Context: an optimization exercise on an open-source flow, tuned for small area and a short achievable clock period. The choices shown serve that exercise and are no tape-out recipe. At most, simulation tests tie the RTL to the original design; equivalence was not proved. Function not checked in runs 1 and 2: the RTL went through the layout flow alone. The clock port is modelled as an ideal driver; clocking choices that lean on that would not hold on a real chip. Power figures rest on the tool's default switching activity, not on a simulated workload.

==> flow/design.v, too long to show whole: its modules and the start of the top module <==
// module booth_mul: 809 lines
// module frequency_measurement: 217 lines
module frequency_measurement #(
    parameter WIDTH = 32
)(
    input  logic clk,
    input  logic reset,
    input  logic [WIDTH-1:0] a, b,
    input  logic [3:0] opcode,
    output logic [WIDTH-1:0] result,
    output logic N, Z, C, V
);
  // ...
==> flow/flow/run.sh <==
#!/bin/bash
set -euo pipefail
MARGIN=$(cat flow/margin.txt)
MARGIN_CTS=$(cat flow/margin_cts.txt)
SEQ="-sequence unbuffer,sizeup,swap,buffer"
R=$PWD/orfs/results/sky130hd/frequency_measurement/base
bash standard.sh place > std_place.log 2>&1
PORTBUF=buf_2 RTARGS="$SEQ" ODB_IN=$R/3_place.odb ODB_OUT=$R/3_place.odb SDC=$R/3_place.sdc MARGIN=$MARGIN TNS=0 PROPAGATED=0 \
  openroad -no_splash -exit flow/repair.tcl > repair_place.log 2>&1
bash standard.sh cts > std_cts.log 2>&1
RTARGS="$SEQ" ODB_IN=$R/4_cts.odb ODB_OUT=$R/4_cts.odb SDC=$R/4_cts.sdc MARGIN=$MARGIN_CTS TNS=0 PROPAGATED=1 \
  openroad -no_splash -exit flow/repair.tcl > repair_cts.log 2>&1
bash standard.sh finish > std_finish.log 2>&1
==> flow/flow/margin.txt <==
45
==> flow/flow/margin_cts.txt <==
44.3
==> flow/flow/repair.tcl <==
read_liberty $::env(FLOW_HOME)/platforms/sky130hd/lib/sky130_fd_sc_hd__tt_025C_1v80.lib
read_db $::env(ODB_IN)
read_sdc $::env(SDC)
if {$::env(PROPAGATED)} { set_propagated_clock [all_clocks] }
source $::env(FLOW_HOME)/platforms/sky130hd/setRC.tcl
set_dont_use [get_lib_cells {sky130_fd_sc_hd__probe* sky130_fd_sc_hd__lpflow*}]
# the port buffers the standard flow inserts are slow delay cells; use plain buffers
if {[info exists ::env(PORTBUF)]} {
  foreach inst [get_cells {input* output*}] {
    if {[get_property $inst ref_name] == "sky130_fd_sc_hd__clkdlybuf4s50_1"} {
      replace_cell $inst [get_lib_cells sky130_fd_sc_hd__$::env(PORTBUF)]
    }
  }
}
estimate_parasitics -placement
puts "before: worst slack [sta::worst_slack_cmd max] area [rsz::design_area]"
set reps 1
if {[info exists ::env(REPEAT)]} { set reps $::env(REPEAT) }
for {set i 0} {$i < $reps} {incr i} {
  repair_timing -setup -setup_margin $::env(MARGIN) -repair_tns $::env(TNS) {*}$::env(RTARGS) -verbose
}
detailed_placement
check_placement -verbose
estimate_parasitics -placement
puts "after: worst slack [sta::worst_slack_cmd max] area [rsz::design_area]"
report_worst_slack -max
report_worst_slack -min
write_db $::env(ODB_OUT)
==> flow/standard.sh <==
#!/bin/bash
# synth_recipe.tcl (not shown) runs the flow's synth.tcl, then flattens the netlist and writes it again
# the make line also repeats each setting of config.mk as NAME=value (left out here)
make -C /OpenROAD-flow-scripts/flow DESIGN_CONFIG=/design/flow/config.mk WORK_HOME=/design/flow/orfs CLKGATE_MAP_FILE= SYNTH_SCRIPT=/design/flow/synth_recipe.tcl "${@:-finish}"
==> flow/config.mk <==
export PLATFORM = sky130hd
export DESIGN_NAME = frequency_measurement
export DESIGN_NICKNAME = frequency_measurement
export VERILOG_FILES = /design/flow/design.v
export SDC_FILE = /design/flow/constraint.sdc
export NUM_CORES = 4
export LEC_CHECK = 0
export ABC_AREA = 1
export CAP_MARGIN = 20
export CORE_MARGIN = 2
export CORE_UTILIZATION = 50
export CTS_CLUSTER_DIAMETER = 40
export CTS_CLUSTER_SIZE = 10
export SLEW_MARGIN = 20
==> flow/constraint.sdc <==
create_clock -name core_clock -period 75.0 [get_ports {clk}]
set_input_delay 15.0000 -clock core_clock [delete_from_list [all_inputs] [get_ports {clk}]]
set_output_delay 15.0000 -clock core_clock [all_outputs]
set_load 0.01 [all_outputs]
==> run_results.csv, run 1 <==
group,metric,value,unit
status,status,"timing/DRC/antenna clean",
logic_synthesis,syn_nets,9155,
timing,setup_ws,42.38,ns
cells_and_area,clk_share,1.029,%
cells_and_area,inv_count,1084,
cells_and_area,seqCellArea,4048,sq um
cts,htree_num_levels,4,
cts,path_clk_slew,0.09,ns
pwr,power.total,2.076,mW
grt,gr-usage-all-layers,41.43,%
logic_synthesis,synth-edff-count,0,
cells_and_area,bufAreaShareNonClock,4.434,%
placement,dp_slack,35.96,ns
placement,portBuffers,105,
cts,clk-insertion-delay-late,0.54,ns
min_path,whs_endpoint,"roth[27]",
logic_synthesis,synth_xor_area_share,11.69,%
timing,max_freq,30.65,MHz
setup_path,setup.worst_path.start_class,"input pin",
floorplanning,dieWidth,329.9,um
cells_and_area,nFlopsAndLatches,184,
logic_synthesis,synth_top_family_by_area,"adder cells",
route,routedLengthMet1,94.94,mm
logic_synthesis,synth.most_common_cell,"nand2_1",
cells_and_area,fill_cells,10800,
timing,slew-limit-headroom,15.68,%
logic_synthesis,synth_cell_types,77,
pwr,top_power_group,"combinational cells",
setup_path,worstSetupEndpointType,"flop",
pwr,p_sw,1.264,mW
cells_and_area,diodes,3,
route,top_layer,"met5",
cells_and_area,final_common_cell,"nand2_1",
route,drtIter0Drc,6282,
timing,hold_viol_final,0,
timing,setup_viol,0,
==> module frequency_measurement, before the edit <==
module frequency_measurement #(
    parameter WIDTH = 32
)(
    input  logic clk,
    input  logic reset,
    input  logic [WIDTH-1:0] a, b,
    input  logic [3:0] opcode,
    output logic [WIDTH-1:0] result,
    output logic N, Z, C, V
);
    wire [0:0] a_t31 = a[31];
    wire [1:0] a_d31 = {1'b0, a_t31} - {1'b0, b[0:0]};
    wire qa31 = (~|b[31:1]) & ~a_d31[1];
    wire [0:0] a_r31 = qa31 ? a_d31[0:0] : a_t31;
    wire [1:0] a_t30 = {a_r31, a[30]};
    wire [2:0] a_d30 = {1'b0, a_t30} - {1'b0, b[1:0]};
    wire qa30 = (~|b[31:2]) & ~a_d30[2];
    wire [1:0] a_r30 = qa30 ? a_d30[1:0] : a_t30;
    wire [2:0] a_t29 = {a_r30, a[29]};
    wire [3:0] a_d29 = {1'b0, a_t29} - {1'b0, b[2:0]};
    wire qa29 = (~|b[31:3]) & ~a_d29[3];
    wire [2:0] a_r29 = qa29 ? a_d29[2:0] : a_t29;
    wire [3:0] a_t28 = {a_r29, a[28]};
    wire [4:0] a_d28 = {1'b0, a_t28} - {1'b0, b[3:0]};
    wire qa28 = (~|b[31:4]) & ~a_d28[4];
    wire [3:0] a_r28 = qa28 ? a_d28[3:0] : a_t28;
    wire [4:0] a_t27 = {a_r28, a[27]};
    wire [5:0] a_d27 = {1'b0, a_t27} - {1'b0, b[4:0]};
    wire qa27 = (~|b[31:5]) & ~a_d27[5];
    wire [4:0] a_r27 = qa27 ? a_d27[4:0] : a_t27;
    wire [5:0] a_t26 = {a_r27, a[26]};
    wire [6:0] a_d26 = {1'b0, a_t26} - {1'b0, b[5:0]};
    wire qa26 = (~|b[31:6]) & ~a_d26[6];
    wire [5:0] a_r26 = qa26 ? a_d26[5:0] : a_t26;
    wire [6:0] a_t25 = {a_r26, a[25]};
    wire [7:0] a_d25 = {1'b0, a_t25} - {1'b0, b[6:0]};
    wire qa25 = (~|b[31:7]) & ~a_d25[7];
    wire [6:0] a_r25 = qa25 ? a_d25[6:0] : a_t25;
    wire [7:0] a_t24 = {a_r25, a[24]};
    wire [8:0] a_d24 = {1'b0, a_t24} - {1'b0, b[7:0]};
    wire qa24 = (~|b[31:8]) & ~a_d24[8];
    wire [7:0] a_r24 = qa24 ? a_d24[7:0] : a_t24;
    wire [8:0] a_t23 = {a_r24, a[23]};
    wire [9:0] a_d23 = {1'b0, a_t23} - {1'b0, b[8:0]};
    wire qa23 = (~|b[31:9]) & ~a_d23[9];
    wire [8:0] a_r23 = qa23 ? a_d23[8:0] : a_t23;
    wire [9:0] a_t22 = {a_r23, a[22]};
    wire [10:0] a_d22 = {1'b0, a_t22} - {1'b0, b[9:0]};
    wire qa22 = (~|b[31:10]) & ~a_d22[10];
    wire [9:0] a_r22 = qa22 ? a_d22[9:0] : a_t22;
    wire [10:0] a_t21 = {a_r22, a[21]};
    wire [11:0] a_d21 = {1'b0, a_t21} - {1'b0, b[10:0]};
    wire qa21 = (~|b[31:11]) & ~a_d21[11];
    wire [10:0] a_r21 = qa21 ? a_d21[10:0] : a_t21;
    wire [11:0] a_t20 = {a_r21, a[20]};
    wire [12:0] a_d20 = {1'b0, a_t20} - {1'b0, b[11:0]};
    wire qa20 = (~|b[31:12]) & ~a_d20[12];
    wire [11:0] a_r20 = qa20 ? a_d20[11:0] : a_t20;
    logic [31:0] ra, rb;
    logic [11:0] rq, rc;
    always_ff @(posedge clk or posedge reset)
        if (reset) begin ra <= '0; rb <= '0; end
        else begin ra <= a; rb <= b; end
    always_ff @(posedge clk) begin
        rq <= {qa31, qa30, qa29, qa28, qa27, qa26, qa25, qa24, qa23, qa22, qa21, qa20};
        rc <= a_r20;
    end
    wire [12:0] b_t19 = {rc, ra[19]};
    wire [13:0] b_d19 = {1'b0, b_t19} - {1'b0, rb[12:0]};
    wire qb19 = (~|rb[31:13]) & ~b_d19[13];
    wire [12:0] b_r19 = qb19 ? b_d19[12:0] : b_t19;
    wire [13:0] b_t18 = {b_r19, ra[18]};
    wire [14:0] b_d18 = {1'b0, b_t18} - {1'b0, rb[13:0]};
    wire qb18 = (~|rb[31:14]) & ~b_d18[14];
    wire [13:0] b_r18 = qb18 ? b_d18[13:0] : b_t18;
    wire [14:0] b_t17 = {b_r18, ra[17]};
    wire [15:0] b_d17 = {1'b0, b_t17} - {1'b0, rb[14:0]};
    wire qb17 = (~|rb[31:15]) & ~b_d17[15];
    wire [14:0] b_r17 = qb17 ? b_d17[14:0] : b_t17;
    wire [15:0] b_t16 = {b_r17, ra[16]};
    wire [16:0] b_d16 = {1'b0, b_t16} - {1'b0, rb[15:0]};
    wire qb16 = (~|rb[31:16]) & ~b_d16[16];
    wire [15:0] b_r16 = qb16 ? b_d16[15:0] : b_t16;
    wire [16:0] b_t15 = {b_r16, ra[15]};
    wire [17:0] b_d15 = {1'b0, b_t15} - {1'b0, rb[16:0]};
    wire qb15 = (~|rb[31:17]) & ~b_d15[17];
    wire [16:0] b_r15 = qb15 ? b_d15[16:0] : b_t15;
    wire [17:0] b_t14 = {b_r15, ra[14]};
    wire [18:0] b_d14 = {1'b0, b_t14} - {1'b0, rb[17:0]};
    wire qb14 = (~|rb[31:18]) & ~b_d14[18];
    wire [17:0] b_r14 = qb14 ? b_d14[17:0] : b_t14;
    wire [18:0] b_t13 = {b_r14, ra[13]};
    wire [19:0] b_d13 = {1'b0, b_t13} - {1'b0, rb[18:0]};
    wire qb13 = (~|rb[31:19]) & ~b_d13[19];
    wire [18:0] b_r13 = qb13 ? b_d13[18:0] : b_t13;
    wire [19:0] b_t12 = {b_r13, ra[12]};
    wire [20:0] b_d12 = {1'b0, b_t12} - {1'b0, rb[19:0]};
    wire qb12 = (~|rb[31:20]) & ~b_d12[20];
    wire [19:0] b_r12 = qb12 ? b_d12[19:0] : b_t12;
    wire [20:0] b_t11 = {b_r12, ra[11]};
    wire [21:0] b_d11 = {1'b0, b_t11} - {1'b0, rb[20:0]};
    wire qb11 = (~|rb[31:21]) & ~b_d11[21];
    wire [20:0] b_r11 = qb11 ? b_d11[20:0] : b_t11;
    wire [21:0] b_t10 = {b_r11, ra[10]};
    wire [22:0] b_d10 = {1'b0, b_t10} - {1'b0, rb[21:0]};
    wire qb10 = (~|rb[31:22]) & ~b_d10[22];
    wire [21:0] b_r10 = qb10 ? b_d10[21:0] : b_t10;
    wire [22:0] b_t9 = {b_r10, ra[9]};
    wire [23:0] b_d9 = {1'b0, b_t9} - {1'b0, rb[22:0]};
    wire qb9 = (~|rb[31:23]) & ~b_d9[23];
    wire [22:0] b_r9 = qb9 ? b_d9[22:0] : b_t9;
    wire [23:0] b_t8 = {b_r9, ra[8]};
    wire [24:0] b_d8 = {1'b0, b_t8} - {1'b0, rb[23:0]};
    wire qb8 = (~|rb[31:24]) & ~b_d8[24];
    wire [23:0] b_r8 = qb8 ? b_d8[23:0] : b_t8;
    wire [24:0] b_t7 = {b_r8, ra[7]};
    wire [25:0] b_d7 = {1'b0, b_t7} - {1'b0, rb[24:0]};
    wire qb7 = (~|rb[31:25]) & ~b_d7[25];
    wire [24:0] b_r7 = qb7 ? b_d7[24:0] : b_t7;
    wire [25:0] b_t6 = {b_r7, ra[6]};
    wire [26:0] b_d6 = {1'b0, b_t6} - {1'b0, rb[25:0]};
    wire qb6 = (~|rb[31:26]) & ~b_d6[26];
    wire [25:0] b_r6 = qb6 ? b_d6[25:0] : b_t6;
    wire [26:0] b_t5 = {b_r6, ra[5]};
    wire [27:0] b_d5 = {1'b0, b_t5} - {1'b0, rb[26:0]};
    wire qb5 = (~|rb[31:27]) & ~b_d5[27];
    wire [26:0] b_r5 = qb5 ? b_d5[26:0] : b_t5;
    wire bnz = |rb;
    wire sub = (opcode == 4'd1);
    wire [32:0] addr = {1'b0, ra} + {1'b0, rb ^ {32{sub}}} + {32'd0, sub};
    wire [31:0] prod;
    booth_mul mul_unit (.x(ra), .y(rb), .p(prod));
    wire big = |rb[31:5];
    wire right = opcode[0];
    wire [31:0] sh_in, sh_rev, sh_out, sh_res;
    genvar gi;
    for (gi = 0; gi < 32; gi = gi + 1) begin : rev
        assign sh_rev[gi] = ra[31-gi];
        assign sh_res[gi] = right ? sh_out[31-gi] : sh_out[gi];
    end
    assign sh_in = right ? sh_rev : ra;
    assign sh_out = big ? 32'd0 : (sh_in << rb[4:0]);
    wire m31 = rb[31] ^ (|rb[30:0]);
    wire [26:0] qhi = {rq, qb19, qb18, qb17, qb16, qb15, qb14, qb13, qb12, qb11, qb10, qb9, qb8, qb7, qb6, qb5};
    wire [31:0] dstate = {qhi, ra[4:0]};
    logic [31:0] oth;
    logic c_n, v_n;
    logic [1:0] sel;
    always_comb begin
        c_n = 1'b0;
        v_n = 1'b0;
        sel = 2'd3;
        oth = 32'd0;
        case (opcode)
            4'd0: begin oth = addr[31:0]; c_n = addr[32]; v_n = (ra[31] == rb[31]) && (addr[31] != ra[31]); end
            4'd1: begin oth = addr[31:0]; v_n = (ra[31] == m31) && (addr[31] != ra[31]); end
            4'd2: oth = prod;
            4'd3: sel = bnz ? 2'd1 : 2'd3;
            4'd4: sel = bnz ? 2'd2 : 2'd3;
            4'd5: oth = ra & rb;
            4'd6: oth = ra | rb;
            4'd7: oth = ra ^ rb;
            4'd8: begin oth = sh_res; c_n = ra[31]; end
            4'd9: begin oth = sh_res; c_n = ra[0]; end
            default: ;
        endcase
    end
    wire [31:0] othz = oth;
    wire [31:0] othd = (sel == 2'd1 || sel == 2'd2) ? dstate : oth;
    logic [31:0] roth;
    logic [1:0] rsel;
    logic rzo;
    always_ff @(posedge clk or posedge reset)
        if (reset) begin rsel <= 2'd0; C <= 1'b0; V <= 1'b0; end
        else begin rsel <= sel; C <= c_n; V <= v_n; end
    always_ff @(posedge clk) begin roth <= othd; rzo <= (othz == 32'd0); end
    logic [31:0] cb;
    logic [26:0] cr;
    always_ff @(posedge clk) begin
        cb <= rb;
        cr <= b_r5;
    end
    wire [26:0] cq = roth[31:5];
    wire [4:0] ca = roth[4:0];
    wire [27:0] c_t4 = {cr, ca[4]};
    wire [28:0] c_d4 = {1'b0, c_t4} - {1'b0, cb[27:0]};
    wire qc4 = (~|cb[31:28]) & ~c_d4[28];
    wire [27:0] c_r4 = qc4 ? c_d4[27:0] : c_t4;
    wire [28:0] c_t3 = {c_r4, ca[3]};
    wire [29:0] c_d3 = {1'b0, c_t3} - {1'b0, cb[28:0]};
    wire qc3 = (~|cb[31:29]) & ~c_d3[29];
    wire [28:0] c_r3 = qc3 ? c_d3[28:0] : c_t3;
    wire [29:0] c_t2 = {c_r3, ca[2]};
    wire [30:0] c_d2 = {1'b0, c_t2} - {1'b0, cb[29:0]};
    wire qc2 = (~|cb[31:30]) & ~c_d2[30];
    wire [29:0] c_r2 = qc2 ? c_d2[29:0] : c_t2;
    wire [30:0] c_t1 = {c_r2, ca[1]};
    wire [31:0] c_d1 = {1'b0, c_t1} - {1'b0, cb[30:0]};
    wire qc1 = (~|cb[31:31]) & ~c_d1[31];
    wire [30:0] c_r1 = qc1 ? c_d1[30:0] : c_t1;
    wire [31:0] c_t0 = {c_r1, ca[0]};
    wire [32:0] c_d0 = {1'b0, c_t0} - {1'b0, cb[31:0]};
    wire qc0 = (1'b1) & ~c_d0[32];
    wire [31:0] c_r0 = qc0 ? c_d0[31:0] : c_t0;
    wire [31:0] quo = {cq, qc4, qc3, qc2, qc1, qc0};
    wire [31:0] rem = c_r0;
    wire zrem = qc0 ? (c_t0 == cb) : (c_t0 == 32'd0);
    always_comb begin
        case (rsel)
            2'd1: begin result = quo; Z = (quo == 32'd0); end
            2'd2: begin result = rem; Z = zrem; end
            2'd3: begin result = roth; Z = rzo; end
            default: begin result = 32'd0; Z = 1'b0; end
        endcase
        N = result[31];
    end
endmodule
==> run 2: changes to the inputs <==
--- a/flow/design.v
+++ b/flow/design.v
@@ -800,17 +800,82 @@
     wire cs234_s = cs216_c ^ cs217_c ^ cs218_c;
     wire cs235_s = cs230_s ^ cs231_s ^ cs232_s;
     wire cs236_s = cs219_c ^ cs220_c ^ cs233_s;
     wire cs237_s = cs234_s ^ cs235_s ^ cs221_c;
     wire cs238_s = cs236_s ^ cs222_c ^ cs237_s;
     wire cs239_s = cs223_c ^ cs238_s ^ cs224_c;
     wire [31:0] mr0 = {cs239_s, cs224_s, cs209_s, cs195_s, cs181_s, cs168_s, cs155_s, cs143_s, cs131_s, cs120_s, cs109_s, cs99_s, cs89_s, cs80_s, cs71_s, cs63_s, cs55_s, cs48_s, cs41_s, cs35_s, cs29_s, cs24_s, cs19_s, cs15_s, cs11_s, cs8_s, cs5_s, cs3_s, cs1_s, cs0_s, pp0[1], pp0[0]};
     wire [31:0] mr1 = {1'b0, 1'b0, 1'b0, 1'b0, 1'b0, 1'b0, 1'b0, 1'b0, 1'b0, 1'b0, 1'b0, 1'b0, 1'b0, 1'b0, 1'b0, 1'b0, 1'b0, 1'b0, 1'b0, 1'b0, 1'b0, 1'b0, 1'b0, 1'b0, 1'b0, 1'b0, 1'b0, 1'b0, 1'b0, 1'b0, 1'b0, bo0_neg};
-    assign p = mr0 + mr1;
+    wire [32:0] mc;
+    assign mc[0] = 1'b0;
+    assign p[0] = mr0[0] ^ mr1[0] ^ mc[0];
+    assign mc[1] = (mr0[0] & mr1[0]) | (mr0[0] & mc[0]) | (mr1[0] & mc[0]);
+    assign p[1] = mr0[1] ^ mr1[1] ^ mc[1];
+    assign mc[2] = (mr0[1] & mr1[1]) | (mr0[1] & mc[1]) | (mr1[1] & mc[1]);
+    assign p[2] = mr0[2] ^ mr1[2] ^ mc[2];
+    assign mc[3] = (mr0[2] & mr1[2]) | (mr0[2] & mc[2]) | (mr1[2] & mc[2]);
+    assign p[3] = mr0[3] ^ mr1[3] ^ mc[3];
+    assign mc[4] = (mr0[3] & mr1[3]) | (mr0[3] & mc[3]) | (mr1[3] & mc[3]);
+    assign p[4] = mr0[4] ^ mr1[4] ^ mc[4];
+    assign mc[5] = (mr0[4] & mr1[4]) | (mr0[4] & mc[4]) | (mr1[4] & mc[4]);
+    assign p[5] = mr0[5] ^ mr1[5] ^ mc[5];
+    assign mc[6] = (mr0[5] & mr1[5]) | (mr0[5] & mc[5]) | (mr1[5] & mc[5]);
+    assign p[6] = mr0[6] ^ mr1[6] ^ mc[6];
+    assign mc[7] = (mr0[6] & mr1[6]) | (mr0[6] & mc[6]) | (mr1[6] & mc[6]);
+    assign p[7] = mr0[7] ^ mr1[7] ^ mc[7];
+    assign mc[8] = (mr0[7] & mr1[7]) | (mr0[7] & mc[7]) | (mr1[7] & mc[7]);
+    assign p[8] = mr0[8] ^ mr1[8] ^ mc[8];
+    assign mc[9] = (mr0[8] & mr1[8]) | (mr0[8] & mc[8]) | (mr1[8] & mc[8]);
+    assign p[9] = mr0[9] ^ mr1[9] ^ mc[9];
+    assign mc[10] = (mr0[9] & mr1[9]) | (mr0[9] & mc[9]) | (mr1[9] & mc[9]);
+    assign p[10] = mr0[10] ^ mr1[10] ^ mc[10];
+    assign mc[11] = (mr0[10] & mr1[10]) | (mr0[10] & mc[10]) | (mr1[10] & mc[10]);
+    assign p[11] = mr0[11] ^ mr1[11] ^ mc[11];
+    assign mc[12] = (mr0[11] & mr1[11]) | (mr0[11] & mc[11]) | (mr1[11] & mc[11]);
+    assign p[12] = mr0[12] ^ mr1[12] ^ mc[12];
+    assign mc[13] = (mr0[12] & mr1[12]) | (mr0[12] & mc[12]) | (mr1[12] & mc[12]);
+    assign p[13] = mr0[13] ^ mr1[13] ^ mc[13];
+    assign mc[14] = (mr0[13] & mr1[13]) | (mr0[13] & mc[13]) | (mr1[13] & mc[13]);
+    assign p[14] = mr0[14] ^ mr1[14] ^ mc[14];
+    assign mc[15] = (mr0[14] & mr1[14]) | (mr0[14] & mc[14]) | (mr1[14] & mc[14]);
+    assign p[15] = mr0[15] ^ mr1[15] ^ mc[15];
+    assign mc[16] = (mr0[15] & mr1[15]) | (mr0[15] & mc[15]) | (mr1[15] & mc[15]);
+    assign p[16] = mr0[16] ^ mr1[16] ^ mc[16];
+    assign mc[17] = (mr0[16] & mr1[16]) | (mr0[16] & mc[16]) | (mr1[16] & mc[16]);
+    assign p[17] = mr0[17] ^ mr1[17] ^ mc[17];
+    assign mc[18] = (mr0[17] & mr1[17]) | (mr0[17] & mc[17]) | (mr1[17] & mc[17]);
+    assign p[18] = mr0[18] ^ mr1[18] ^ mc[18];
+    assign mc[19] = (mr0[18] & mr1[18]) | (mr0[18] & mc[18]) | (mr1[18] & mc[18]);
+    assign p[19] = mr0[19] ^ mr1[19] ^ mc[19];
+    assign mc[20] = (mr0[19] & mr1[19]) | (mr0[19] & mc[19]) | (mr1[19] & mc[19]);
+    assign p[20] = mr0[20] ^ mr1[20] ^ mc[20];
+    assign mc[21] = (mr0[20] & mr1[20]) | (mr0[20] & mc[20]) | (mr1[20] & mc[20]);
+    assign p[21] = mr0[21] ^ mr1[21] ^ mc[21];
+    assign mc[22] = (mr0[21] & mr1[21]) | (mr0[21] & mc[21]) | (mr1[21] & mc[21]);
+    assign p[22] = mr0[22] ^ mr1[22] ^ mc[22];
+    assign mc[23] = (mr0[22] & mr1[22]) | (mr0[22] & mc[22]) | (mr1[22] & mc[22]);
+    assign p[23] = mr0[23] ^ mr1[23] ^ mc[23];
+    assign mc[24] = (mr0[23] & mr1[23]) | (mr0[23] & mc[23]) | (mr1[23] & mc[23]);
+    assign p[24] = mr0[24] ^ mr1[24] ^ mc[24];
+    assign mc[25] = (mr0[24] & mr1[24]) | (mr0[24] & mc[24]) | (mr1[24] & mc[24]);
+    assign p[25] = mr0[25] ^ mr1[25] ^ mc[25];
+    assign mc[26] = (mr0[25] & mr1[25]) | (mr0[25] & mc[25]) | (mr1[25] & mc[25]);
+    assign p[26] = mr0[26] ^ mr1[26] ^ mc[26];
+    assign mc[27] = (mr0[26] & mr1[26]) | (mr0[26] & mc[26]) | (mr1[26] & mc[26]);
+    assign p[27] = mr0[27] ^ mr1[27] ^ mc[27];
+    assign mc[28] = (mr0[27] & mr1[27]) | (mr0[27] & mc[27]) | (mr1[27] & mc[27]);
+    assign p[28] = mr0[28] ^ mr1[28] ^ mc[28];
+    assign mc[29] = (mr0[28] & mr1[28]) | (mr0[28] & mc[28]) | (mr1[28] & mc[28]);
+    assign p[29] = mr0[29] ^ mr1[29] ^ mc[29];
+    assign mc[30] = (mr0[29] & mr1[29]) | (mr0[29] & mc[29]) | (mr1[29] & mc[29]);
+    assign p[30] = mr0[30] ^ mr1[30] ^ mc[30];
+    assign mc[31] = (mr0[30] & mr1[30]) | (mr0[30] & mc[30]) | (mr1[30] & mc[30]);
+    assign p[31] = mr0[31] ^ mr1[31] ^ mc[31];
+    assign mc[32] = (mr0[31] & mr1[31]) | (mr0[31] & mc[31]) | (mr1[31] & mc[31]);
 endmodule
 module frequency_measurement #(
     parameter WIDTH = 32
 )(
     input  logic clk,
     input  logic reset,
     input  logic [WIDTH-1:0] a, b,
     input  logic [3:0] opcode,
@@ -852,34 +917,34 @@
     wire [8:0] a_t23 = {a_r24, a[23]};
     wire [9:0] a_d23 = {1'b0, a_t23} - {1'b0, b[8:0]};
     wire qa23 = (~|b[31:9]) & ~a_d23[9];
     wire [8:0] a_r23 = qa23 ? a_d23[8:0] : a_t23;
     wire [9:0] a_t22 = {a_r23, a[22]};
     wire [10:0] a_d22 = {1'b0, a_t22} - {1'b0, b[9:0]};
     wire qa22 = (~|b[31:10]) & ~a_d22[10];
     wire [9:0] a_r22 = qa22 ? a_d22[9:0] : a_t22;
-    wire [10:0] a_t21 = {a_r22, a[21]};
-    wire [11:0] a_d21 = {1'b0, a_t21} - {1'b0, b[10:0]};
-    wire qa21 = (~|b[31:11]) & ~a_d21[11];
-    wire [10:0] a_r21 = qa21 ? a_d21[10:0] : a_t21;
-    wire [11:0] a_t20 = {a_r21, a[20]};
-    wire [12:0] a_d20 = {1'b0, a_t20} - {1'b0, b[11:0]};
-    wire qa20 = (~|b[31:12]) & ~a_d20[12];
-    wire [11:0] a_r20 = qa20 ? a_d20[11:0] : a_t20;
     logic [31:0] ra, rb;
-    logic [11:0] rq, rc;
+    logic [9:0] rq, rc;
     always_ff @(posedge clk or posedge reset)
         if (reset) begin ra <= '0; rb <= '0; end
         else begin ra <= a; rb <= b; end
     always_ff @(posedge clk) begin
-        rq <= {qa31, qa30, qa29, qa28, qa27, qa26, qa25, qa24, qa23, qa22, qa21, qa20};
-        rc <= a_r20;
+        rq <= {qa31, qa30, qa29, qa28, qa27, qa26, qa25, qa24, qa23, qa22};
+        rc <= a_r22;
     end
-    wire [12:0] b_t19 = {rc, ra[19]};
+    wire [10:0] b_t21 = {rc, ra[21]};
+    wire [11:0] b_d21 = {1'b0, b_t21} - {1'b0, rb[10:0]};
+    wire qb21 = (~|rb[31:11]) & ~b_d21[11];
+    wire [10:0] b_r21 = qb21 ? b_d21[10:0] : b_t21;
+    wire [11:0] b_t20 = {b_r21, ra[20]};
+    wire [12:0] b_d20 = {1'b0, b_t20} - {1'b0, rb[11:0]};
+    wire qb20 = (~|rb[31:12]) & ~b_d20[12];
+    wire [11:0] b_r20 = qb20 ? b_d20[11:0] : b_t20;
+    wire [12:0] b_t19 = {b_r20, ra[19]};
     wire [13:0] b_d19 = {1'b0, b_t19} - {1'b0, rb[12:0]};
     wire qb19 = (~|rb[31:13]) & ~b_d19[13];
     wire [12:0] b_r19 = qb19 ? b_d19[12:0] : b_t19;
     wire [13:0] b_t18 = {b_r19, ra[18]};
     wire [14:0] b_d18 = {1'b0, b_t18} - {1'b0, rb[13:0]};
     wire qb18 = (~|rb[31:14]) & ~b_d18[14];
     wire [13:0] b_r18 = qb18 ? b_d18[13:0] : b_t18;
     wire [14:0] b_t17 = {b_r18, ra[17]};
@@ -925,38 +990,34 @@
     wire [24:0] b_t7 = {b_r8, ra[7]};
     wire [25:0] b_d7 = {1'b0, b_t7} - {1'b0, rb[24:0]};
     wire qb7 = (~|rb[31:25]) & ~b_d7[25];
     wire [24:0] b_r7 = qb7 ? b_d7[24:0] : b_t7;
     wire [25:0] b_t6 = {b_r7, ra[6]};
     wire [26:0] b_d6 = {1'b0, b_t6} - {1'b0, rb[25:0]};
     wire qb6 = (~|rb[31:26]) & ~b_d6[26];
     wire [25:0] b_r6 = qb6 ? b_d6[25:0] : b_t6;
-    wire [26:0] b_t5 = {b_r6, ra[5]};
-    wire [27:0] b_d5 = {1'b0, b_t5} - {1'b0, rb[26:0]};
-    wire qb5 = (~|rb[31:27]) & ~b_d5[27];
-    wire [26:0] b_r5 = qb5 ? b_d5[26:0] : b_t5;
     wire bnz = |rb;
     wire sub = (opcode == 4'd1);
     wire [32:0] addr = {1'b0, ra} + {1'b0, rb ^ {32{sub}}} + {32'd0, sub};
     wire [31:0] prod;
     booth_mul mul_unit (.x(ra), .y(rb), .p(prod));
     wire big = |rb[31:5];
     wire right = opcode[0];
     wire [31:0] sh_in, sh_rev, sh_out, sh_res;
     genvar gi;
     for (gi = 0; gi < 32; gi = gi + 1) begin : rev
         assign sh_rev[gi] = ra[31-gi];
         assign sh_res[gi] = right ? sh_out[31-gi] : sh_out[gi];
     end
     assign sh_in = right ? sh_rev : ra;
     assign sh_out = big ? 32'd0 : (sh_in << rb[4:0]);
     wire m31 = rb[31] ^ (|rb[30:0]);
-    wire [26:0] qhi = {rq, qb19, qb18, qb17, qb16, qb15, qb14, qb13, qb12, qb11, qb10, qb9, qb8, qb7, qb6, qb5};
-    wire [31:0] dstate = {qhi, ra[4:0]};
+    wire [25:0] qhi = {rq, qb21, qb20, qb19, qb18, qb17, qb16, qb15, qb14, qb13, qb12, qb11, qb10, qb9, qb8, qb7, qb6};
+    wire [31:0] dstate = {qhi, ra[5:0]};
     logic [31:0] oth;
     logic c_n, v_n;
     logic [1:0] sel;
     always_comb begin
         c_n = 1'b0;
         v_n = 1'b0;
         sel = 2'd3;
         oth = 32'd0;
@@ -979,24 +1040,28 @@
     logic [31:0] roth;
     logic [1:0] rsel;
     logic rzo;
     always_ff @(posedge clk or posedge reset)
         if (reset) begin rsel <= 2'd0; C <= 1'b0; V <= 1'b0; end
         else begin rsel <= sel; C <= c_n; V <= v_n; end
     always_ff @(posedge clk) begin roth <= othd; rzo <= (othz == 32'd0); end
     logic [31:0] cb;
-    logic [26:0] cr;
+    logic [25:0] cr;
     always_ff @(posedge clk) begin
         cb <= rb;
-        cr <= b_r5;
+        cr <= b_r6;
     end
-    wire [26:0] cq = roth[31:5];
-    wire [4:0] ca = roth[4:0];
-    wire [27:0] c_t4 = {cr, ca[4]};
+    wire [25:0] cq = roth[31:6];
+    wire [5:0] ca = roth[5:0];
+    wire [26:0] c_t5 = {cr, ca[5]};
+    wire [27:0] c_d5 = {1'b0, c_t5} - {1'b0, cb[26:0]};
+    wire qc5 = (~|cb[31:27]) & ~c_d5[27];
+    wire [26:0] c_r5 = qc5 ? c_d5[26:0] : c_t5;
+    wire [27:0] c_t4 = {c_r5, ca[4]};
     wire [28:0] c_d4 = {1'b0, c_t4} - {1'b0, cb[27:0]};
     wire qc4 = (~|cb[31:28]) & ~c_d4[28];
     wire [27:0] c_r4 = qc4 ? c_d4[27:0] : c_t4;
     wire [28:0] c_t3 = {c_r4, ca[3]};
     wire [29:0] c_d3 = {1'b0, c_t3} - {1'b0, cb[28:0]};
     wire qc3 = (~|cb[31:29]) & ~c_d3[29];
     wire [28:0] c_r3 = qc3 ? c_d3[28:0] : c_t3;
     wire [29:0] c_t2 = {c_r3, ca[2]};
@@ -1006,17 +1071,17 @@
     wire [30:0] c_t1 = {c_r2, ca[1]};
     wire [31:0] c_d1 = {1'b0, c_t1} - {1'b0, cb[30:0]};
     wire qc1 = (~|cb[31:31]) & ~c_d1[31];
     wire [30:0] c_r1 = qc1 ? c_d1[30:0] : c_t1;
     wire [31:0] c_t0 = {c_r1, ca[0]};
     wire [32:0] c_d0 = {1'b0, c_t0} - {1'b0, cb[31:0]};
     wire qc0 = (1'b1) & ~c_d0[32];
     wire [31:0] c_r0 = qc0 ? c_d0[31:0] : c_t0;
-    wire [31:0] quo = {cq, qc4, qc3, qc2, qc1, qc0};
+    wire [31:0] quo = {cq, qc5, qc4, qc3, qc2, qc1, qc0};
     wire [31:0] rem = c_r0;
     wire zrem = qc0 ? (c_t0 == cb) : (c_t0 == 32'd0);
     always_comb begin
         case (rsel)
             2'd1: begin result = quo; Z = (quo == 32'd0); end
             2'd2: begin result = rem; Z = zrem; end
             2'd3: begin result = roth; Z = rzo; end
             default: begin result = 32'd0; Z = 1'b0; end
==> flow/flow/margin.txt (replaced) <==
45.7
==> flow/flow/margin_cts.txt (replaced) <==
44.8
==> run_results.csv, run 2 <==
group,metric,value,unit
timing,setup_ws,43.80,ns
timing,slew-limit-headroom,17.78,%
timing,finalClockSkew,0.05075,ns
timing,hold_viol_final,0,
grt,gr-usage-all-layers,40.16,%
route,wl_per_cell,23.21,um
logic_synthesis,synth_common_cells,"nand2_1, inv_1, ha_1",
pwr,ir_drop,0.07552,mV
min_path,hold_path.class,"flop to flop",
placement,place_congestion,1.034,
setup_path,worst-path-stages,221,
logic_synthesis,ys_seq_area_share,7.361,%
floorplanning,ios,106,
timing,setup_viol,0,
grt,grt_pass1_vias,54850,
cts,cts_tree,"yes",
route,drc,0,
logic_synthesis,synth_warnings,1,
route,drtIter0Drc,5786,
route,routed_wl,223.8,mm
cts,cts_inserted_buffers,17,
setup_path,path_common_cell,"nand2_1",
logic_synthesis,synth_area_leaders,"ha_1, nand2_1, fa_1, xor2_1, inv_1",
pwr,p_leak,30.17,nW
logic_synthesis,synth_cell_types,81,
cells_and_area,area_delta_synth_final,14.62,%
setup_path,crit_path_max_incr_delay,0.43,ns
cts,post_cts_buffers,0,
floorplanning,die_h,330.5,um
setup_path,critical-path-top-delay-family,"simple AND/OR/NAND/NOR gates",
timing,max_freq,32.05,MHz
route,ant_nets,0,
route,route.vias.total,57280,
logic_synthesis,syn_nets,9028,
cts,cts_buffer_depth,2,
floorplanning,initial_utilization,50.49,%
placement,dp_hpwl,167.9,mm
cells_and_area,seqCellArea,3948,sq um
route,vias_per_cell,5.940,
cells_and_area,final_common_cell,"nand2_1",
grt,grt_pass1_wl,333.3,mm
cts,ctsHoldBuffers,0,
placement,portBuffers,105,
logic_synthesis,synth_async_sr_flop_share,37.99,%
cts,clock-sinks,179,
timing,rsz0062_at_grt,"no",
setup_path,setup.worst_path.start_class,"flop",
cts,path_clk_slew,0.09,ns
route,first_pass_iters,7,
timing,period_minus_slack,31.20,ns
floorplanning,num_rows,119,
grt,grt_max_degree,100,
pwr,power_density,26.30,nW/um^2
min_path,hold_depth,2,
setup_path,path_class,"flop to flop",
logic_synthesis,synth-edff-count,0,
pwr,seq_power_share,7.6,%
cts,htree_num_levels,4,
cells_and_area,most-common-layout-cells,"nand2_1, inv_1, ha_1",
grt,grt-ovfl-total,0,
logic_synthesis,synth_top_area_share,16.01,%
logic_synthesis,synth_ff_type,"dfxtp_1",
cells_and_area,stdcell_count,9644,
setup_path,cp_max_fo,34,
pwr,switching_share,55.86,%
timing,finalCritPeriodShare,41.60,%
pwr,p_sw,0.8975,mW
cells_and_area,drive_gt1_share,15.91,%
cts,post_cts_resized,0,
logic_synthesis,postSynthAreaPerCell,6.646,sq um
cells_and_area,multi_input_area,47130,sq um
logic_synthesis,synth.most_common_cell,"nand2_1",
floorplanning,die_area,109200,sq um
logic_synthesis,synthesis.area,53300,sq um
logic_synthesis,ys_ff_latch,179,
pwr,p_int,0.7091,mW
cells_and_area,final_nets,9243,
placement,dp.cells,9344,
cts,clk-insertion-delay-late,0.54,ns
pwr,combPwrFrac,86.0,%
setup_path,cpMaxStageDelayCell,"fa_1",
cts,cts_root_buf,"clkbuf_16",
cells_and_area,fill_cells,10270,
cells_and_area,final_core_util,57.87,%
placement,dp_slack,35.89,ns
setup_path,cp.arrival,31.64,ns
flow_run,cap_violations,0,
logic_synthesis,syn_inst,8020,
pwr,power_frac_clock,6.4,%
grt,antenna_found_initial,11,
setup_path,critPathBufInv,52,
floorplanning,dieWidth,330.5,um
setup_path,worstSetupEndpointType,"flop",
timing,tightest_slew,1.232,ns
setup_path,cp.required,75.44,ns
status,status,"timing/DRC/antenna clean",
timing,fin_tns_setup,0,ns
pwr,power.total,1.607,mW
floorplanning,core,105600,sq um
logic_synthesis,synth_top_area_cell,"ha_1",
setup_path,r2r_cells,221,
timing,final_max_slew_viol_count,0,
## run 2: cell count changes in the layout (fill, tap and decap cells not counted), sizes merged, moves of 14 or more
cell	previous run	this run
buf	354	469
nand2	2008	1937
inv	1067	1012
nor2	410	362
ha	652	682
o21ai	641	611
xor2	521	551
nand4	74	51
xnor2	185	167
nand3b	23	9
## run 2: logic make-up (layout without fill, tap and decap cells)
family                     after synthesis  after routing  share of synthesized area (%)
AOI/OAI and AO/OA                     1862           1862                          20.74
xor gates and xnor gates               718            718                          11.80
adders and majority gates              938            938                          25.62
buffers and inverters                 1322           1550                          10.13
DFF                                    179            179                          7.361
muxes                                   22             22                         0.4131
other                                    0              5                              0
and+or+nand+nor                       2979           2979                          23.93
## run 2: layer usage
layer / vias up / track usage, % / share of wire [%]
met5: - / 0 / 0.040
li1: 27180 / - / -
met1: 26850 / 52.03 / 41
met2: 2628 / 63.49 / 43
met4: 12 / 19.57 / 5.8
met3: 618 / 8.378 / 9.4
## run 2: power groups by stage
stage                     sequential, mW  clock, mW  combinational, mW
after floorplan                    0.112          0              0.873
after global placement             0.123          0               1.30
after detailed placement           0.123          0               1.30
after CTS                          0.121      0.103               1.34
after global routing               0.122      0.107               1.52
final                              0.122      0.102               1.38
## run 2: final timing paths
path,from,end,slack (ns)
min in group asynchronous,reset,ra[22],14.46
max in group asynchronous,reset,rb[10],59.28
hold reg to reg,rq[5],roth[27],0.45
setup / recovery,rb[25],cr[25],43.80
setup reg to reg,rb[25],cr[25],43.80
hold / removal,rq[5],roth[27],0.45
## run 2: area by class of cell
class                      count  area share, %
antenna                        5        0.02048
multi-input combinational   6519          77.15
timing repair buffer         469          5.650
clock buffer                  18         0.7373
tap                         1391          2.849
clock inverter                14         0.3236
inverter                    1049          6.809
sequential                   179          6.461
## run 2: stage by stage
| step | area (sq um) | hold WS [ns] |
|---|---|---|
| floorplan | 53300 | 0.3661 |
| global placement | 55430 | 0.4341 |
| detailed placement | 55450 | 0.4283 |
| CTS | 59860 | 0.4596 |
| global route | 61080 | 0.4741 |
| finish | 61090 | 0.4533 |
## run 2: tightest hold or removal path, stage by stage, from the launching register on
cell	delay [ns]
dfxtp_1	0.33
nand2_1	0.05
nand2_1	0.05
==> run 3: changes to the inputs <==
--- a/flow/design.v
+++ b/flow/design.v
@@ -922,20 +922,20 @@
     wire [10:0] a_d22 = {1'b0, a_t22} - {1'b0, b[9:0]};
     wire qa22 = (~|b[31:10]) & ~a_d22[10];
     wire [9:0] a_r22 = qa22 ? a_d22[9:0] : a_t22;
+    wire [10:0] a_t21 = {a_r22, a[21]};
+    wire [11:0] a_d21 = {1'b0, a_t21} - {1'b0, b[10:0]};
+    wire qa21 = (~|b[31:11]) & ~a_d21[11];
+    wire [10:0] a_r21 = qa21 ? a_d21[10:0] : a_t21;
     logic [31:0] ra, rb;
-    logic [9:0] rq, rc;
+    logic [10:0] rq, rc;
     always_ff @(posedge clk or posedge reset)
         if (reset) begin ra <= '0; rb <= '0; end
         else begin ra <= a; rb <= b; end
     always_ff @(posedge clk) begin
-        rq <= {qa31, qa30, qa29, qa28, qa27, qa26, qa25, qa24, qa23, qa22};
-        rc <= a_r22;
+        rq <= {qa31, qa30, qa29, qa28, qa27, qa26, qa25, qa24, qa23, qa22, qa21};
+        rc <= a_r21;
     end
-    wire [10:0] b_t21 = {rc, ra[21]};
-    wire [11:0] b_d21 = {1'b0, b_t21} - {1'b0, rb[10:0]};
-    wire qb21 = (~|rb[31:11]) & ~b_d21[11];
-    wire [10:0] b_r21 = qb21 ? b_d21[10:0] : b_t21;
-    wire [11:0] b_t20 = {b_r21, ra[20]};
+    wire [11:0] b_t20 = {rc, ra[20]};
     wire [12:0] b_d20 = {1'b0, b_t20} - {1'b0, rb[11:0]};
     wire qb20 = (~|rb[31:12]) & ~b_d20[12];
     wire [11:0] b_r20 = qb20 ? b_d20[11:0] : b_t20;
@@ -1011,7 +1011,7 @@
     assign sh_in = right ? sh_rev : ra;
     assign sh_out = big ? 32'd0 : (sh_in << rb[4:0]);
     wire m31 = rb[31] ^ (|rb[30:0]);
-    wire [25:0] qhi = {rq, qb21, qb20, qb19, qb18, qb17, qb16, qb15, qb14, qb13, qb12, qb11, qb10, qb9, qb8, qb7, qb6};
+    wire [25:0] qhi = {rq, qb20, qb19, qb18, qb17, qb16, qb15, qb14, qb13, qb12, qb11, qb10, qb9, qb8, qb7, qb6};
     wire [31:0] dstate = {qhi, ra[5:0]};
     logic [31:0] oth;
     logic c_n, v_n;
==> run_results.csv, run 3 <==
group,metric,value,unit
cts,htree_num_levels,4,
timing,setup_viol,0,
floorplanning,dieWidth,331.3,um
floorplanning,die_area,109800,sq um
floorplanning,num_rows,120,
setup_path,cp.required,75.39,ns
logic_synthesis,synth_top_area_share,15.91,%
placement,portBuffers,105,
timing,holdWs,0.4419,ns
setup_path,cp_max_fo,34,
setup_path,setup.worst_path.start_class,"flop",
logic_synthesis,synth_area_leaders,"ha_1, nand2_1, fa_1, xor2_1, inv_1",
cts,cts_root_buf,"clkbuf_16",
grt,grt-ovfl-total,0,
logic_synthesis,ys_seq_area_share,7.400,%
logic_synthesis,synthMuxAreaShare,0.3550,%
setup_path,critPathBufInv,27,
route,ant_nets,0,
logic_synthesis,synth-edff-count,0,
logic_synthesis,synth_top_area_cell,"ha_1",
cells_and_area,final_common_cell,"nand2_1",
min_path,hold_path.class,"flop to flop",
grt,grt_max_degree,56,
cts,clk-insertion-delay-late,0.57,ns
cells_and_area,most-common-layout-cells,"nand2_1, inv_1, ha_1",
status,status,"timing/DRC/antenna clean",
route,wl_per_cell,22.32,um
route,drtIter0Drc,5170,
logic_synthesis,synth_top_family_by_area,"adder cells",
cells_and_area,drive_gt1_share,12.06,%
timing,finalClockSkew,0.04314,ns
cts,clock-sinks,181,
grt,gr-usage-all-layers,38.31,%
timing,slew-limit-headroom,15.61,%
route,vias_per_cell,5.862,
logic_synthesis,synthesis.area,53570,sq um
logic_synthesis,ys_ff_latch,181,
logic_synthesis,synth_xor_area_share,11.66,%
setup_path,path_class,"flop to flop",
cts,cts_inserted_buffers,17,
cts,cts_tree,"yes",
cts,post_cts_buffers,0,
pwr,p_leak,30.01,nW
placement,dp_slack,36.95,ns
cells_and_area,final_nets,9259,
floorplanning,die_h,331.3,um
logic_synthesis,syn_inst,8136,
placement,place_congestion,1.002,
floorplanning,initial_utilization,50.25,%
grt,grt_pass1_vias,54380,
cells_and_area,fill_cells,10820,
setup_path,path_common_cell,"nand2_1",
grt,antenna_found_initial,12,
timing,hold_viol_final,0,
timing,rsz0062_at_grt,"no",
cells_and_area,stdcell_count,9679,
setup_path,r2r_slack,44.55,ns
route,route.vias.total,56740,
route,routed_wl,216.0,mm
timing,setup_ws,44.55,ns
logic_synthesis,syn_nets,9143,
setup_path,critical-path-top-delay-family,"simple AND/OR/NAND/NOR gates",
logic_synthesis,synth_warnings,1,
cells_and_area,area_delta_synth_final,10.51,%
cts,path_clk_slew,0.11,ns
timing,final_max_slew_viol_count,0,
logic_synthesis,synth_common_cells,"nand2_1, inv_1, ha_1",
pwr,power.total,1.712,mW
logic_synthesis,synth_ff_type,"dfxtp_1",
route,drc,0,
pwr,power_density,28.92,nW/um^2
cts,cts_buffer_depth,2,
cts,ctsHoldBuffers,0,
timing,fin_tns_setup,0,ns
timing,max_freq,32.84,MHz
pwr,ir_drop,0.08222,mV
logic_synthesis,synthAdderAreaFrac,25.47,%
logic_synthesis,synth_async_sr_flop_share,37.57,%
logic_synthesis,synth.most_common_cell,"nand2_1",
setup_path,cp.arrival,30.84,ns
grt,grt_pass1_wl,323.5,mm
placement,dp_hpwl,166.5,mm
flow_run,cap_violations,0,
placement,dp.cells,9478,
timing,tightest_slew,1.266,ns
logic_synthesis,synthSimpleGateAreaFrac,24.63,%
timing,finalCritPeriodShare,40.60,%
logic_synthesis,synth_cell_types,82,
setup_path,crit_path_max_incr_delay,0.82,ns
floorplanning,core,106600,sq um
route,first_pass_iters,8,
logic_synthesis,synth_compound_area_share,20.05,%
setup_path,worstSetupEndpointType,"flop",
setup_path,cpMaxStageDelayCell,"dfrtp_4",
cts,post_cts_resized,0,
logic_synthesis,postSynthAreaPerCell,6.584,sq um
timing,period_minus_slack,30.45,ns
floorplanning,ios,106,
[run 3: cell count changes in the layout (fill, tap and decap cells not counted), sizes merged, moves of 7 or more]
cell | before | now
a21boi | 48 | 36
o21bai | 54 | 47
and2 | 52 | 45
inv | 1012 | 1072
nand3b | 9 | 17
nand4 | 51 | 58
xor2 | 551 | 530
buf | 469 | 370
xnor2 | 167 | 183
nor2 | 362 | 379
nand2 | 1937 | 1995
[run 3: metrics by stage]
step                      area [sq um]  utilization [%]
final                            59200            55.53
after global routing             59170            55.50
after CTS                        58200            54.60
after detailed placement         55820            52.36
after global placement           55820            52.36
after floorplan                  53570                -
[run 3: layer usage]
metal  vias up  track usage (%)  share of wire, %
met3       685            7.261               8.5
met1     26210            47.80                41
met4         4            23.48               7.1
met2      2597            61.18                44
met5         -                0             0.011
li1      27240                -                 -
[run 3: area by class of cell]
cell class              instances  area (sq um)  area share (%)
repair buffers                370          2696           4.555
diodes                         11         27.53         0.04650
flip-flops and latches        181          3986           6.734
inverters                    1112          4444           7.508
clock inverters                13         153.9          0.2600
well taps                    1403          1755           2.965
multi-input cells            6570         45670           77.15
clock buffers                  19         464.2          0.7842
[run 3: kinds of logic (layout without fill, tap and decap cells)]
family                   after synthesis  in the layout
AO/OA/AOI/OAI                       1833           1833
XOR/XNOR                             713            713
adder cells (fa/ha/maj)              937            937
buffers and inverters               1385           1514
flip-flops                           181            181
multiplexers                          19             19
other                                  0             11
AND/OR/NAND/NOR                     3068           3068
[run 3: power by group]
group	switching, mW	internal, mW
sequential	0.0156	0.107
combinational	0.913	0.572
clock	0.0573	0.0476
total	0.986	0.726
[run 3: path summary, 6_finish.rpt]
path / endpoint / start / cells past startpoint
max reg2reg: roth[6] / rb[1] / 218
min reg2reg: roth[27] / rq[6] / 2
min in group asynchronous: ra[9] / reset / 2
max: roth[6] / rb[1] / 218
min: roth[27] / rq[6] / 2
max in group asynchronous: rb[9] / reset / 3
[run 3: tightest hold or removal path, delay by kind of cell, from the launching register on]
| family | cells | cell delay [ns] |
|---|---|---|
| and+or+nand+nor | 2 | 0.11 |
| DFF | 1 | 0.31 |

separate check: timing with driven ports:
The flow's constraints put no driver on any port. The routed layouts listed below were extracted and timed again, unchanged, in two steps. Step 1 assumes that a clkbuf_16 drives the clock port and a buf_2 every other input. Step 2 adds t to the input delays and takes it off the output delays; t is the mean of the earliest and latest rising clock arrival at the registers after step 1. Input paths then give back, and output paths get back, about the clock's delay inside the block. a / b / c = ideal / step 1 / step 2; a / b = the first two.
| run | t, ns | slack for setup (ns) | worst setup path after step 2 | worst register clock-pin slew, ns | worst slew at a driven data input, ns |
|---|---|---|---|---|---|
| run 1 | 0.593 | 42.379 / 42.429 / 41.836 | input to register | 0.11 / 0.11 | 0.10 |
| run 2 | 0.586 | 43.802 / 43.802 / 43.802 | register to register | 0.12 / 0.12 | 0.20 |
| run 3 | 0.627 | 44.549 / 44.540 / 43.985 | input to register | 0.12 / 0.12 | 0.10 |
After both steps every run listed still meets setup and hold. For run 3, which loses most, drivers alone change the setup slack by -0.009 ns; drivers and shift together by -0.564 ns.
